Context: an optimization exercise on an open-source flow, tuned for small area. The choices shown serve that exercise and are no tape-out recipe. In this exercise RTL edits were held to simulation tests only and were not proved equivalent to the original. No activity file was given, so power comes from the tool's default toggle rates.

// alu_top
module alu_top(clk, a, b, s, result, zero);
input clk;
input [15:0] a, b;
input [3:0] s;
output reg [15:0] result;
output reg zero;
reg [15:0] a_q, b_q;
reg [3:0] s_q;
wire [15:0] alu_result;
wire alu_zero;
always @(posedge clk) begin
    a_q <= a;
    b_q <= b;
    s_q <= s;
    result <= alu_result;
    zero <= alu_zero;
end
alu u_alu(.a(a_q), .b(b_q), .s(s_q), .result(alu_result), .zero_detection(alu_zero));
endmodule
Size in the first run: ~53 flip-flops, roughly 54 I/O pins, ~5000 um^2 of cells after synthesis.
clock: 8.0 ns
lec_check: 0
cap_margin: 5
core_margin: 2
core_utilization: 72
gpl_timing_driven: 0
place_density: 0.82
slew_margin: 5
synth_hierarchical: 1
synth_minimum_keep_size: 0
standard.sh (not shown) runs the stock make flow with config.mk's settings and CLKGATE_MAP_FILE= SYNTH_SCRIPT=/design/flow/synth_recipe.tcl, a recipe that flattens the netlist after the stock synthesis.
==> flow/flow/run.sh <==
#!/bin/bash
# The standard layout (standard.sh: the standard synthesis, then ORFS to
# finish) with three ORFS options: the smallest buffer, sky130_fd_sc_hd__buf_1,
# on every port; the buffers Yosys/ABC put in removed before placement (ORFS
# re-buffers where slew, capacitance or timing need it); ABC sizing its gates
# for a light load (ABC_LOAD_IN_FF=1), so they start small; and ORFS's power
# recovery (downsizing gates off the critical paths) after global routing.
# Clock tree synthesis runs with ORFS's default arguments plus
# -dont_use_dummy_load, so it adds no load cells that drive nothing.
set -euo pipefail
bash standard.sh "BUFFER_PORTS_ARGS=-buffer_cell sky130_fd_sc_hd__buf_1" REMOVE_ABC_BUFFERS=1 RECOVER_POWER=100 ABC_LOAD_IN_FF=1 "CTS_ARGS=-sink_clustering_enable -repair_clock_nets -dont_use_dummy_load" finish > orfs_make.log 2>&1
The baseline completed without violations.
==> next run, changes <==
CORE_UTILIZATION = 58   (was 72)
PLACE_DENSITY = 0.68   (was 0.82)
First-iteration DRC count is lower by 39%.
Maximum frequency increases by 2.1%.
Design area rises by 0.98%.
Total power stays flat.
Sequential share of layout area fell by 0.19 points.
Die area grows by 23%.
Worst setup slack gets better by 0.16 ns.
Clock power decreases by about 3%.

* * *

alu_top, a different RTL version from the one above (not shown whole).
Size: ~490 cells after synthesis, ~54 I/O pins, about 5000 um2 of cells after synthesis.
// alu_top
module alu_top(clk, a, b, s, result, zero);
input clk;
input [15:0] a, b;
input [3:0] s;
output reg [15:0] result;
output reg zero;
reg [15:0] a_q, b_q;
reg [3:0] s_q;
wire [15:0] alu_result;
wire alu_zero;
always @(posedge clk) begin
    a_q <= a;
    b_q <= b;
    s_q <= s;
    result <= alu_result;
    zero <= alu_zero;
end
alu u_alu(.a(a_q), .b(b_q), .s(s_q), .result(alu_result), .zero_detection(alu_zero));
endmodule
Settings: LEC_CHECK=0, CAP_MARGIN=10, CORE_MARGIN=2, CORE_UTILIZATION=65, GPL_TIMING_DRIVEN=0, PLACE_DENSITY=0.75, SLEW_MARGIN=10, SYNTH_HIERARCHICAL=1, SYNTH_MINIMUM_KEEP_SIZE=0; clock period 8.0 ns.
==> flow/flow/run.sh <==
#!/bin/bash
# The standard layout (standard.sh: the standard synthesis, then ORFS to
# finish) with these ORFS options: the smallest buffer, sky130_fd_sc_hd__buf_1,
# on every port; the buffers Yosys/ABC put in removed before placement (ORFS
# re-buffers where slew, capacitance or timing need it); ABC sizing its gates
# for a light load (ABC_LOAD_IN_FF=1); ORFS's power recovery (downsizing gates
# off the critical paths) after global routing; and clock tree synthesis with
# ORFS's default arguments plus -dont_use_dummy_load.
# Between synthesis and floorplan, flow/downsize.tcl puts every gate at its
# smallest drive strength; ORFS's repair steps size up what needs it.
set -euo pipefail
ARGS=("BUFFER_PORTS_ARGS=-buffer_cell sky130_fd_sc_hd__buf_1" REMOVE_ABC_BUFFERS=1 RECOVER_POWER=100 ABC_LOAD_IN_FF=1 "CTS_ARGS=-sink_clustering_enable -repair_clock_nets -dont_use_dummy_load")
bash standard.sh "${ARGS[@]}" synth > orfs_make_synth.log 2>&1
R=orfs/results/$FLOW_PLATFORM/alu_top/base
LIB_FILE=$FLOW_HOME/platforms/$FLOW_PLATFORM/lib/sky130_fd_sc_hd__tt_025C_1v80.lib SYNTH_ODB=$R/1_synth.odb \
  openroad -no_init -exit flow/downsize.tcl > downsize.log 2>&1
bash standard.sh "${ARGS[@]}" finish > orfs_make.log 2>&1
==> flow/flow/downsize.tcl <==
# Puts every gate of the synthesized netlist at its smallest drive strength
# (the same cell type, so the same function and footprint), leaving it to the
# ORFS repair steps that follow to size up or buffer where slew, capacitance
# or timing need it. Registers keep their type (only their drive may change).
read_liberty $::env(LIB_FILE)
read_db $::env(SYNTH_ODB)
set db [ord::get_db]
set block [ord::get_db_block]
set n 0
foreach inst [$block getInsts] {
  set m [[$inst getMaster] getName]
  if {![regexp {^(sky130_fd_sc_hd__[a-z0-9]+)_([0-9]+)$} $m -> base size]} { continue }
  set best $m
  set best_area [expr {[[$inst getMaster] getWidth] * [[$inst getMaster] getHeight]}]
  foreach s {0 1 2} {
    set cand ${base}_$s
    if {$cand eq $m} { continue }
    set cm [$db findMaster $cand]
    if {$cm eq "NULL"} { continue }
    set a [expr {[$cm getWidth] * [$cm getHeight]}]
    if {$a < $best_area} { set best $cand; set best_area $a }
  }
  if {$best ne $m} {
    replace_cell [$inst getName] $best
    incr n
  }
}
puts "downsize: replaced $n cells"
write_db $::env(SYNTH_ODB)
Edit:
--- a/flow/config.mk
+++ b/flow/config.mk
@@ -7,8 +7,8 @@
 export LEC_CHECK = 0
-export CAP_MARGIN = 10
+export CAP_MARGIN = 5
 export CORE_MARGIN = 2
-export CORE_UTILIZATION = 65
+export CORE_UTILIZATION = 72
 export GPL_TIMING_DRIVEN = 0
-export PLACE_DENSITY = 0.75
-export SLEW_MARGIN = 10
+export PLACE_DENSITY = 0.82
+export SLEW_MARGIN = 5
 export SYNTH_HIERARCHICAL = 1
Result: The new run passed the timing, design-rule and antenna checks. Flip-flop and latch count does not change. Final area falls by about 0.37%. Die area falls by 9.3%. Non-clock buffer count does not change. Wire length falls by about 0.4%. Worst hold slack got worse by 0.014 ns. First-iteration DRC count rises by 42%. Utilization rises by 6.5 points.
Edit:
--- a/flow/config.mk
+++ b/flow/config.mk
@@ -9,5 +9,5 @@
 export CORE_MARGIN = 2
-export CORE_UTILIZATION = 72
+export CORE_UTILIZATION = 65
 export GPL_TIMING_DRIVEN = 0
-export PLACE_DENSITY = 0.82
+export PLACE_DENSITY = 0.75
 export SLEW_MARGIN = 5
The new run produced a clean layout.
Area after synthesis does not change.
Sequential share of layout area stays flat.
Worst hold slack improves by 0.013 ns.
Global-route usage is lower by 3.9 points.
Setup slack improves by 0.16 ns.
Design area barely changes.
Combinational power is higher by about 2%.
Cell count is higher by 2.4%.

* * *

alu_top, a different RTL version from the one above (not shown whole).
Size: ~510 cells after synthesis.
Settings: LEC_CHECK=0, CAP_MARGIN=20, CORE_MARGIN=2, CORE_UTILIZATION=65, GPL_TIMING_DRIVEN=0, PLACE_DENSITY=0.75, SLEW_MARGIN=20, SYNTH_HIERARCHICAL=1, SYNTH_MINIMUM_KEEP_SIZE=0; clock period 8.0 ns.
==> flow/flow/run.sh <==
#!/bin/bash
# The standard layout (standard.sh: the standard synthesis, then ORFS to
# finish), with the smallest buffer, sky130_fd_sc_hd__buf_1, on every port.
set -euo pipefail
bash standard.sh "BUFFER_PORTS_ARGS=-buffer_cell sky130_fd_sc_hd__buf_1" finish > orfs_make.log 2>&1
Next try:
==> flow/flow/run.sh (replaced) <==
#!/bin/bash
# The standard layout (standard.sh: the standard synthesis, then ORFS to
# finish) with three ORFS options: the smallest buffer, sky130_fd_sc_hd__buf_1,
# on every port; the buffers Yosys/ABC put in removed before placement (ORFS
# re-buffers where slew, capacitance or timing need it); and ORFS's power
# recovery (downsizing gates off the critical paths) after global routing.
set -euo pipefail
bash standard.sh "BUFFER_PORTS_ARGS=-buffer_cell sky130_fd_sc_hd__buf_1" REMOVE_ABC_BUFFERS=1 RECOVER_POWER=100 finish > orfs_make.log 2>&1
=>
- The changed run produced a clean layout
- register-to-register slack got worse by 0.20 ns
- wire length shrinks by 3.8%
- first-iteration DRC count grows by 53%
- setup slack got worse by 0.20 ns
- power grows by 1.4%
- synthesized area stays the same
- final cell count shrinks by 3.5%
- synthesized cell count stays the same
- sequential cell count does not change
- hold slack improved by 0.11 ns
- sequential share of layout area grows by 0.44 points
Next try:
==> flow/flow/run.sh (replaced) <==
#!/bin/bash
# The standard layout (standard.sh: the standard synthesis, then ORFS to
# finish), with the smallest buffer, sky130_fd_sc_hd__buf_1, on every port and
# ORFS's power recovery (downsizing gates off the critical paths) after global
# routing.
set -euo pipefail
bash standard.sh "BUFFER_PORTS_ARGS=-buffer_cell sky130_fd_sc_hd__buf_1" RECOVER_POWER=100 finish > orfs_make.log 2>&1
Result: The changed run ran to the end with no violations; worst setup slack is better by 0.13 ns; synthesized cell count does not change; final cell count is higher by 3.7%; via count is higher by 1.7%; power is lower by 1.5%; final area is higher by 2.3%; core utilization is higher by 1.6 points.

* * *

== build 74 ==
alu_top with an RTL version that a note above also has.
For scale: roughly 480 cells after synthesis, roughly 53 flip-flops, roughly 5100 um^2 of cells after synthesis.
export LEC_CHECK = 0
export CAP_MARGIN = 20
export CORE_MARGIN = 2
export CORE_UTILIZATION = 65
export GPL_TIMING_DRIVEN = 0
export PLACE_DENSITY = 0.75
export SLEW_MARGIN = 20
export SYNTH_HIERARCHICAL = 1
export SYNTH_MINIMUM_KEEP_SIZE = 0
create_clock -name core_clock -period 8.0 [get_ports {clk}]
==> flow/flow/run.sh <==
#!/bin/bash
# The standard layout (standard.sh: the standard synthesis, then ORFS to
# finish) with three ORFS options: the smallest buffer, sky130_fd_sc_hd__buf_1,
# on every port; the buffers Yosys/ABC put in removed before placement (ORFS
# re-buffers where slew, capacitance or timing need it); and ORFS's power
# recovery (downsizing gates off the critical paths) after global routing.
set -euo pipefail
bash standard.sh "BUFFER_PORTS_ARGS=-buffer_cell sky130_fd_sc_hd__buf_1" REMOVE_ABC_BUFFERS=1 RECOVER_POWER=100 finish > orfs_make.log 2>&1
Having completed the whole flow, build 74 delivered a layout that passed the timing, design-rule and antenna checks.
[inputs] build 75 vs build 74
diff --git a/flow/flow/run.sh b/flow/flow/run.sh
--- a/flow/flow/run.sh
+++ b/flow/flow/run.sh
@@ -5 +5,2 @@
-# re-buffers where slew, capacitance or timing need it); and ORFS's power
+# re-buffers where slew, capacitance or timing need it); ABC sizing its gates
+# for a light load (ABC_LOAD_IN_FF=1), so they start small; and ORFS's power
@@ -6,0 +8,2 @@
+# Clock tree synthesis runs with ORFS's default arguments plus
+# -dont_use_dummy_load, so it adds no load cells that drive nothing.
@@ -8 +11 @@
-bash standard.sh "BUFFER_PORTS_ARGS=-buffer_cell sky130_fd_sc_hd__buf_1" REMOVE_ABC_BUFFERS=1 RECOVER_POWER=100 finish > orfs_make.log 2>&1
+bash standard.sh "BUFFER_PORTS_ARGS=-buffer_cell sky130_fd_sc_hd__buf_1" REMOVE_ABC_BUFFERS=1 RECOVER_POWER=100 ABC_LOAD_IN_FF=1 "CTS_ARGS=-repair_clock_nets -dont_use_dummy_load" finish > orfs_make.log 2>&1
diff --git a/flow/config.mk b/flow/config.mk
--- a/flow/config.mk
+++ b/flow/config.mk
@@ -8 +8 @@
-export CAP_MARGIN = 20
+export CAP_MARGIN = 5
@@ -13 +13 @@
-export SLEW_MARGIN = 20
+export SLEW_MARGIN = 5
Results
- Relative to build 74, count of clock-buffer cells in the layout decreased by 1 in build 75.
- Build 75 vs build 74: area overhead of the layout relative to synthesis up
- On number of instances in the placed design, build 74 tracks build 75 almost exactly.
- Build 75 reports its standard cell with the maximum stage delay on the critical path as sky130_fd_sc_hd__a22oi_1 while build 74 reports sky130_fd_sc_hd__a221oi_1.
- Higher routed metal-1 wirelength goes to build 74 over build 75.
- NOTE: share of the synthesized area in compound gates (AO/OA/AOI/OAI) in build 75 falls short of that of build 74
- Clock-cell share of area (higher): build 74
The following lists how build 88 was set up differently from build 75:
diff --git a/flow/flow/run.sh b/flow/flow/run.sh
--- a/flow/flow/run.sh
+++ b/flow/flow/run.sh
@@ -8,2 +7,0 @@
-# Clock tree synthesis runs with ORFS's default arguments plus
-# -dont_use_dummy_load, so it adds no load cells that drive nothing.
@@ -11 +9 @@
-bash standard.sh "BUFFER_PORTS_ARGS=-buffer_cell sky130_fd_sc_hd__buf_1" REMOVE_ABC_BUFFERS=1 RECOVER_POWER=100 ABC_LOAD_IN_FF=1 "CTS_ARGS=-repair_clock_nets -dont_use_dummy_load" finish > orfs_make.log 2>&1
+bash standard.sh "BUFFER_PORTS_ARGS=-buffer_cell sky130_fd_sc_hd__buf_1" REMOVE_ABC_BUFFERS=1 RECOVER_POWER=100 ABC_LOAD_IN_FF=1 finish > orfs_make.log 2>&1
diff --git a/flow/config.mk b/flow/config.mk
--- a/flow/config.mk
+++ b/flow/config.mk
@@ -10,0 +11 @@
+export CTS_BUF_LIST = sky130_fd_sc_hd__clkbuf_4 sky130_fd_sc_hd__clkbuf_8
[summary]
Build 88 — cell area about 0.4% higher, build 75 as reference
On utilization, the higher figure sits with build 88, not build 75.
Summary: with build 75 as the reference, total power in build 88 moved up slightly.
Inputs modified between build 88 and build 53:
diff --git a/flow/flow/run.sh b/flow/flow/run.sh
--- a/flow/flow/run.sh
+++ b/flow/flow/run.sh
@@ -7,0 +8,2 @@
+# Clock tree synthesis runs with ORFS's default arguments plus
+# -dont_use_dummy_load, so it adds no load cells that drive nothing.
@@ -9 +11 @@
-bash standard.sh "BUFFER_PORTS_ARGS=-buffer_cell sky130_fd_sc_hd__buf_1" REMOVE_ABC_BUFFERS=1 RECOVER_POWER=100 ABC_LOAD_IN_FF=1 finish > orfs_make.log 2>&1
+bash standard.sh "BUFFER_PORTS_ARGS=-buffer_cell sky130_fd_sc_hd__buf_1" REMOVE_ABC_BUFFERS=1 RECOVER_POWER=100 ABC_LOAD_IN_FF=1 "CTS_ARGS=-sink_clustering_enable -repair_clock_nets -dont_use_dummy_load -sink_clustering_size 60 -sink_clustering_max_diameter 200" finish > orfs_make.log 2>&1
diff --git a/flow/config.mk b/flow/config.mk
--- a/flow/config.mk
+++ b/flow/config.mk
@@ -11 +10,0 @@
-export CTS_BUF_LIST = sky130_fd_sc_hd__clkbuf_4 sky130_fd_sc_hd__clkbuf_8
--- outcome ---
Comparing layout overhead on the synthesized area for build 53 and build 88, the bigger number came from build 88.
The setup slack of build 53 is smaller than that of build 88.
Re maximum cell stage delay along the critical path: build 53 and build 88 aren't equal, and the lower value belongs to build 88.
Compared with build 88, in build 53 non-clock buffer count in the final layout roughly the same, post-layout instance area lower, number of detailed-route iterations in the first pass roughly the same, max-slew headroom at the worst pin lower, per-cell routed wire length higher.
| latest clock arrival within the worst-skew pair | build 53 vs build 88 | ≈ equal |

* * *

== build 29 ==
alu_top again, from the RTL that the note above started with.
==> flow/design.v (excerpt) <==
module alu_top(clk, a, b, s, result, zero);
input clk;
input [15:0] a, b;
input [3:0] s;
output reg [15:0] result;
output reg zero;
reg [15:0] a_q, b_q;
reg [3:0] s_q;
wire [15:0] alu_result;
wire alu_zero;
always @(posedge clk) begin
    a_q <= a;
    b_q <= b;
    s_q <= s;
    result <= alu_result;
    zero <= alu_zero;
end
alu u_alu(.a(a_q), .b(b_q), .s(s_q), .result(alu_result), .zero_detection(alu_zero));
endmodule
clock: 8.0 ns
lec_check: 0
cap_margin: 5
core_margin: 2
core_utilization: 65
gpl_timing_driven: 0
place_density: 0.75
slew_margin: 5
synth_hierarchical: 1
synth_minimum_keep_size: 0
==> flow/flow/run.sh <==
#!/bin/bash
# The standard layout (standard.sh: the standard synthesis, then ORFS to
# finish) with three ORFS options: the smallest buffer, sky130_fd_sc_hd__buf_1,
# on every port; the buffers Yosys/ABC put in removed before placement (ORFS
# re-buffers where slew, capacitance or timing need it); ABC sizing its gates
# for a light load (ABC_LOAD_IN_FF=1), so they start small; and ORFS's power
# recovery (downsizing gates off the critical paths) after global routing.
set -euo pipefail
bash standard.sh "BUFFER_PORTS_ARGS=-buffer_cell sky130_fd_sc_hd__buf_1" REMOVE_ABC_BUFFERS=1 RECOVER_POWER=100 ABC_LOAD_IN_FF=1 finish > orfs_make.log 2>&1
Input-level comparison between build 5 and build 29:
diff --git a/flow/flow/run.sh b/flow/flow/run.sh
--- a/flow/flow/run.sh
+++ b/flow/flow/run.sh
@@ -7,3 +7,5 @@
 # recovery (downsizing gates off the critical paths) after global routing.
+# Clock tree synthesis runs with ORFS's default arguments plus
+# -dont_use_dummy_load, so it adds no load cells that drive nothing.
 set -euo pipefail
-bash standard.sh "BUFFER_PORTS_ARGS=-buffer_cell sky130_fd_sc_hd__buf_1" REMOVE_ABC_BUFFERS=1 RECOVER_POWER=100 ABC_LOAD_IN_FF=1 finish > orfs_make.log 2>&1
+bash standard.sh "BUFFER_PORTS_ARGS=-buffer_cell sky130_fd_sc_hd__buf_1" REMOVE_ABC_BUFFERS=1 RECOVER_POWER=100 ABC_LOAD_IN_FF=1 "CTS_ARGS=-sink_clustering_enable -repair_clock_nets -dont_use_dummy_load -sink_clustering_size 30 -sink_clustering_max_diameter 200" finish > orfs_make.log 2>&1
- Build 5 has worst hold slack below what build 29 had.
- From build 29 to build 5 the numbers moved as follows: global-route wire length before repair closely matched the old numbers, maximum frequency decreased by 1.4% relative to the old numbers.
- Going from build 29 to build 5, post-route total power shrank slightly.
- Between build 29 and build 5, clock distribution power decreased.
- In terms of fraction of area in non-clock buffers, build 29 and build 5 differ only marginally.
Input-level comparison between build 62 and build 5:
==> flow/flow/run.sh <==
#!/bin/bash
# The standard layout (standard.sh: the standard synthesis, then ORFS to
# finish) with three ORFS options: the smallest buffer, sky130_fd_sc_hd__buf_1,
# on every port; the buffers Yosys/ABC put in removed before placement (ORFS
# re-buffers where slew, capacitance or timing need it); ABC sizing its gates
# for a light load (ABC_LOAD_IN_FF=1), so they start small; and ORFS's power
# recovery (downsizing gates off the critical paths) after global routing.
set -euo pipefail
bash standard.sh "BUFFER_PORTS_ARGS=-buffer_cell sky130_fd_sc_hd__buf_1" REMOVE_ABC_BUFFERS=1 RECOVER_POWER=100 ABC_LOAD_IN_FF=1 finish > orfs_make.log 2>&1
diff --git a/flow/config.mk b/flow/config.mk
--- a/flow/config.mk
+++ b/flow/config.mk
@@ -7,3 +7,3 @@
 export LEC_CHECK = 0
-export CAP_MARGIN = 5
+export CAP_MARGIN = 20
 export CORE_MARGIN = 2
@@ -12,3 +12,3 @@
 export PLACE_DENSITY = 0.75
-export SLEW_MARGIN = 5
+export SLEW_MARGIN = 20
 export SYNTH_HIERARCHICAL = 1
==> run notes <==
- Both conditions hold for build 62: the flow ran to the end and the final layout passed the timing, design-rule and antenna checks.
- Buffering overhead, build 62 and build 5: larger value in build 62
- Changes observed in build 62 relative to build 5: count of cell instances traversed by the critical path fell 4.8%; instance area after placement went up about 0.6%; first-iteration DRC count saw an increase.
- Compared with build 5, build 62 shows worst ir drop on vdd lower by 3.2%.
What build 13 does differently from build 62 at the input level:
diff --git a/flow/flow/run.sh b/flow/flow/run.sh
--- a/flow/flow/run.sh
+++ b/flow/flow/run.sh
@@ -7,3 +7,5 @@
 # recovery (downsizing gates off the critical paths) after global routing.
+# Clock tree synthesis runs with ORFS's default arguments plus
+# -dont_use_dummy_load, so it adds no load cells that drive nothing.
 set -euo pipefail
-bash standard.sh "BUFFER_PORTS_ARGS=-buffer_cell sky130_fd_sc_hd__buf_1" REMOVE_ABC_BUFFERS=1 RECOVER_POWER=100 ABC_LOAD_IN_FF=1 finish > orfs_make.log 2>&1
+bash standard.sh "BUFFER_PORTS_ARGS=-buffer_cell sky130_fd_sc_hd__buf_1" REMOVE_ABC_BUFFERS=1 RECOVER_POWER=100 ABC_LOAD_IN_FF=1 "CTS_ARGS=-sink_clustering_enable -repair_clock_nets -dont_use_dummy_load" finish > orfs_make.log 2>&1
diff --git a/flow/config.mk b/flow/config.mk
--- a/flow/config.mk
+++ b/flow/config.mk
@@ -7,3 +7,3 @@
 export LEC_CHECK = 0
-export CAP_MARGIN = 20
+export CAP_MARGIN = 5
 export CORE_MARGIN = 2
@@ -12,3 +12,3 @@
 export PLACE_DENSITY = 0.75
-export SLEW_MARGIN = 20
+export SLEW_MARGIN = 5
 export SYNTH_HIERARCHICAL = 1
==> comparison <==
Post-detailed-route via-to-cell ratio ended up 0.057 lower on build 13 than on build 62. Global-route wire length before repair came out lower on build 13 than on build 62. Met1 track demand over resource: build 13 < build 62. Re antenna diode count: no difference whatsoever between build 62 and build 13. Summary: leakage power total, build 13 better than build 62. The run showing the greater area growth from synthesis to layout is build 62. For power attributed to sequential cells, build 62 and build 13 come out practically identical. | final net count | build 13 vs build 62 | 4 lower |.

==> separate check: timing with driven ports <==
In the flow no input, the clock included, has a driving cell. The finished layouts below were timed again as built, in two steps. Step 1: set_driving_cell puts a clkbuf_16 on clk and a buf_2 on each other input, an assumption about the parent block. Step 2, shift: input delay + t, output delay - t, t = (earliest + latest rising clock arrival at the registers) / 2. This alone moves slack from input paths to output paths. a / b / c = no drivers / after step 1 / after step 2; a / b = the first two.
run | t (ns) | slack for setup (ns) | hold WS [ns] | worst setup path at the end
the first run of note 1 | 0.337 | 0.299 / 0.299 / 0.299 | 0.781 / 0.781 / 0.781 | register to register
the second run of note 1 | 0.330 | 0.460 / 0.460 / 0.460 | 0.771 / 0.771 / 0.771 | register to register
the first run of note 2 | 0.317 | 0.336 / 0.336 / 0.336 | 0.893 / 0.893 / 0.893 | register to register
the second run of note 2 | 0.332 | 0.243 / 0.243 / 0.243 | 0.879 / 0.879 / 0.879 | register to register
the third run of note 2 | 0.318 | 0.400 / 0.400 / 0.400 | 0.892 / 0.892 / 0.892 | register to register
the first run of note 3 | 0.349 | 0.566 / 0.566 / 0.566 | 0.840 / 0.840 / 0.840 | register to register
the second run of note 3 | 0.347 | 0.361 / 0.361 / 0.361 | 0.954 / 0.954 / 0.954 | register to register
the third run of note 3 | 0.349 | 0.496 / 0.496 / 0.496 | 0.837 / 0.837 / 0.837 | register to register
build 74 | 0.326 | 0.504 / 0.504 / 0.504 | 0.767 / 0.767 / 0.767 | register to register
build 75 | 0.328 | 0.305 / 0.305 / 0.305 | 0.795 / 0.795 / 0.795 | register to register
build 88 | 0.330 | 0.418 / 0.418 / 0.418 | 0.796 / 0.796 / 0.796 | register to register
build 53 | 0.328 | 0.305 / 0.305 / 0.305 | 0.795 / 0.795 / 0.795 | register to register
build 29 | 0.333 | 0.413 / 0.413 / 0.413 | 0.798 / 0.798 / 0.798 | register to register
build 5 | 0.328 | 0.305 / 0.305 / 0.305 | 0.795 / 0.795 / 0.795 | register to register
build 62 | 0.340 | 0.448 / 0.448 / 0.448 | 0.779 / 0.779 / 0.779 | register to register
build 13 | 0.328 | 0.305 / 0.305 / 0.305 | 0.795 / 0.795 / 0.795 | register to register
After both steps every run listed still meets setup and hold.
